Context: an optimization exercise on an open-source flow, tuned for small area, a short achievable clock period and few clock cycles. The choices shown serve that exercise and are no tape-out recipe.
In this exercise RTL edits were held to simulation tests only and were not proved equivalent to the original.
Power is estimated from default activity; no workload was simulated.

== main ==
==> flow/design.v <==
module maze(clk, reset, start_i, row_i, action_o, coord_o);
    input clk, reset, start_i;
    input [15:0] row_i;
    output reg [1:0] action_o;
    output [5:0] coord_o;
    localparam [1:0] A_IDLE = 2'b00, A_IN = 2'b01, A_CAL = 2'b10, A_OUT = 2'b11;
    reg [63:0] s1, s0;
    reg [3:0]  cnt;
    reg [1:0]  T;       
    reg [1:0]  dm;      
    reg        tgt;     
    reg [7:0]  cpos, rpos;
    wire load = (action_o == A_IN) & ~cnt[3];
    wire walk = (action_o == A_OUT);
    wire [7:0] in1, in0, isst;
    genvar g;
    generate for (g = 0; g < 8; g = g + 1) begin : col
        assign in1[g]  =  row_i[15-2*g] &  row_i[14-2*g];
        assign in0[g]  = ~row_i[15-2*g] &  row_i[14-2*g];
        assign isst[g] =  row_i[15-2*g] & ~row_i[14-2*g];
    end endgenerate
    wire       found = load & |isst;
    wire       last  = load & (cnt[2:0] == 3'd7);    
    wire [7:0] ldr   = {8{load}} & (8'd1 << cnt[2:0]);
    reg [63:0] x1, x0;
    integer k;
    always @* begin
        x1 = s1;
        x0 = s0;
        for (k = 7; k < 64; k = k + 8) begin
            x1[k] = last ? in1[k >> 3] : s1[k];
            x0[k] = last ? in0[k >> 3] : s0[k];
        end
    end
    wire [63:0] ROW0 = 64'h0101010101010101;
    wire [63:0] ROW7 = 64'h8080808080808080;
    wire [63:0] nb  = ((x1 >> 1) & ~ROW7) | ((x1 << 1) & ~ROW0) | (x1 >> 8) | (x1 << 8);
    wire [63:0] nw  = nb & ~x1 & ~x0 & {64{~load | last}};
    wire        lab = T[1] ^ T[0];       
    always @(posedge clk) begin
        for (k = 0; k < 64; k = k + 1) begin
            if (ldr[k & 7] & ((k & 7) != 7)) begin
                s1[k] <= in1[k >> 3];
                s0[k] <= in0[k >> 3];
            end else begin
                s1[k] <= x1[k] | nw[k];
                s0[k] <= x0[k] | (nw[k] & lab);
            end
        end
    end
    wire [63:0] G = s1 & ~(s0 ^ {64{tgt}});
    reg  [7:0] cv, rv;    
    integer a, b;
    always @* begin
        for (a = 0; a < 8; a = a + 1) begin
            cv[a] = 1'b0;
            rv[a] = 1'b0;
            for (b = 0; b < 8; b = b + 1) begin
                cv[a] = cv[a] | (cpos[b] & G[b*8+a]);
                rv[a] = rv[a] | (rpos[b] & G[a*8+b]);
            end
        end
    end
    wire up    = |(rpos[7:1] & cv[6:0]);
    wire down  = |(rpos[6:0] & cv[7:1]);
    wire left  = |(cpos[7:1] & rv[6:0]);
    wire right = |(cpos[6:0] & rv[7:1]);
    wire reach = up | down | left | right;
    function [2:0] enc(input [7:0] x);
        enc = {|x[7:4], x[2] | x[3] | x[6] | x[7], x[1] | x[3] | x[5] | x[7]};
    endfunction
    wire [2:0] cc = enc(cpos);
    wire [2:0] cr = enc(rpos);
    assign coord_o = {cc, cr};
    wire mu = walk & up;
    wire md = walk & ~up & down;
    wire mv = walk & ~(up | down);           
    wire ml = mv & left;
    wire mr = mv & ~left;
    wire hold = ~found & ~walk;
    wire pd = cc[0] ^ cr[0] ^ row_i[4] ^ row_i[0];    
    always @(posedge clk) begin
        rpos <= ({8{found}} & (8'd1 << cnt[2:0])) | ({8{hold | mv}} & rpos)
              | ({8{mu}} & (rpos >> 1)) | ({8{md}} & (rpos << 1));
        cpos <= ({8{found}} & isst) | ({8{hold | mu | md}} & cpos)
              | ({8{ml}} & (cpos >> 1)) | ({8{mr}} & (cpos << 1));
    end
    always @(posedge clk) begin
        if (load & ~last) T <= 2'd0;
        else              T <= T + 2'd1;
        if (walk)                  dm <= dm - 2'd1;
        else if (action_o == A_IN) dm <= {~pd, pd};
        else                       dm <= T + 2'd1;
        tgt <= (walk & ~dm[1]) | (~walk & ~load & ((reach & tgt) | (~reach & lab)));
    end
    always @(posedge clk or posedge reset) begin
        if (reset) begin
            action_o <= A_IDLE;
            cnt <= 4'd0;
        end else begin
            case (action_o)
                A_IDLE: begin
                    cnt <= 4'd0;
                    if (start_i) action_o <= A_IN;
                end
                A_IN: begin
                    cnt <= cnt + 4'd1;
                    if (cnt[3]) action_o <= reach ? A_OUT : A_CAL;
                end
                A_CAL: if (reach) action_o <= A_OUT;
                A_OUT: if (!reach) action_o <= A_IDLE;    
            endcase
        end
    end
endmodule
export LEC_CHECK = 0
export ABC_AREA = 1
export CAP_MARGIN = 20
export CORE_MARGIN = 2
export CORE_UTILIZATION = 40
export SETUP_SLACK_MARGIN = 1.6
export SLEW_MARGIN = 20
create_clock -name core_clock -period 3.7 [get_ports {clk}]
run.sh (not shown) runs the stock make flow with config.mk's settings and CLKGATE_MAP_FILE= SYNTH_SCRIPT=/design/flow/synth_recipe.tcl, a recipe that flattens the netlist after the stock synthesis.
main went all the way through the flow, and no timing, DRC or antenna check failed.
Testbench counts of main, summed over its fixed seeds: cycles 39,396.
What the feature branch does differently from main at the input level:
- SETUP_SLACK_MARGIN now 1.0, was 1.6
- ABC_AREA no longer set, was 1
--- outcome ---
- Area of the core region: the feature branch better than main
- Per-cell routed wire length: the feature branch vs main up 2.0 µm
- From main to the feature branch the numbers moved as follows: routed length on met3 fell 37%, setup slack fell 0.53 ns, wire length of the first global-routing pass fell 8200 µm, length of the first detailed-routing pass in iterations fell 3.

---

// maze: RTL as listed in full above, without the edits since
Settings: LEC_CHECK=0, ABC_AREA=1, CAP_MARGIN=20, CORE_MARGIN=2, CORE_UTILIZATION=40, SETUP_SLACK_MARGIN=1.0, SLEW_MARGIN=20; clock period 3.7 ns.
Testbench counts at the start, summed over its fixed seeds: cycles 39,396.
Change:
--- a/flow/config.mk
+++ b/flow/config.mk
@@ -12 +12 @@
-export SETUP_SLACK_MARGIN = 1.0
+export SETUP_SLACK_MARGIN = 1.3
After rerunning: Power climbs by 7.7%; synthesized cell count does not change; non-clock buffer count climbs by 37; via count climbs by 3.6%; final area climbs by 5.8%; register-to-register slack improves by 0.04 ns; routed wire length climbs by 6.2%; worst setup slack improves by 0.13 ns.

## separate check: timing with driven ports
The flow's constraints put no driver on any port. The routed layouts listed below were extracted and timed again, unchanged, in two steps.
Step 1 sets driving cells, clkbuf_16 on the clock port and buf_2 on the other inputs (assumed; they add their load-dependent delay and slew).
Step 2 adds t to the input delays and takes it off the output delays; t is the mean of the earliest and latest rising clock arrival at the registers after step 1. Input paths then give back, and output paths get back, about the clock's delay inside the block.
a / b / c = ideal ports / drivers / drivers and shift; a / b = the first two.
| run | shift t [ns] | setup WS [ns] | worst data-port slew with drivers (ns) |
|---|---|---|---|
| main | 0.477 | 1.269 / 1.269 / 0.893 | 0.04 |
| the feature branch | 0.488 | 0.735 / 0.735 / 0.633 | 0.05 |
| the first run of note 2 | 0.474 | 1.024 / 0.977 / 0.761 | 0.04 |
| the second run of note 2 | 0.475 | 1.156 / 1.156 / 0.969 | 0.04 |
After both steps setup and hold are still met in every run listed. For main, which loses most, drivers alone change the setup slack by 0.000 ns; drivers and shift together by -0.376 ns.
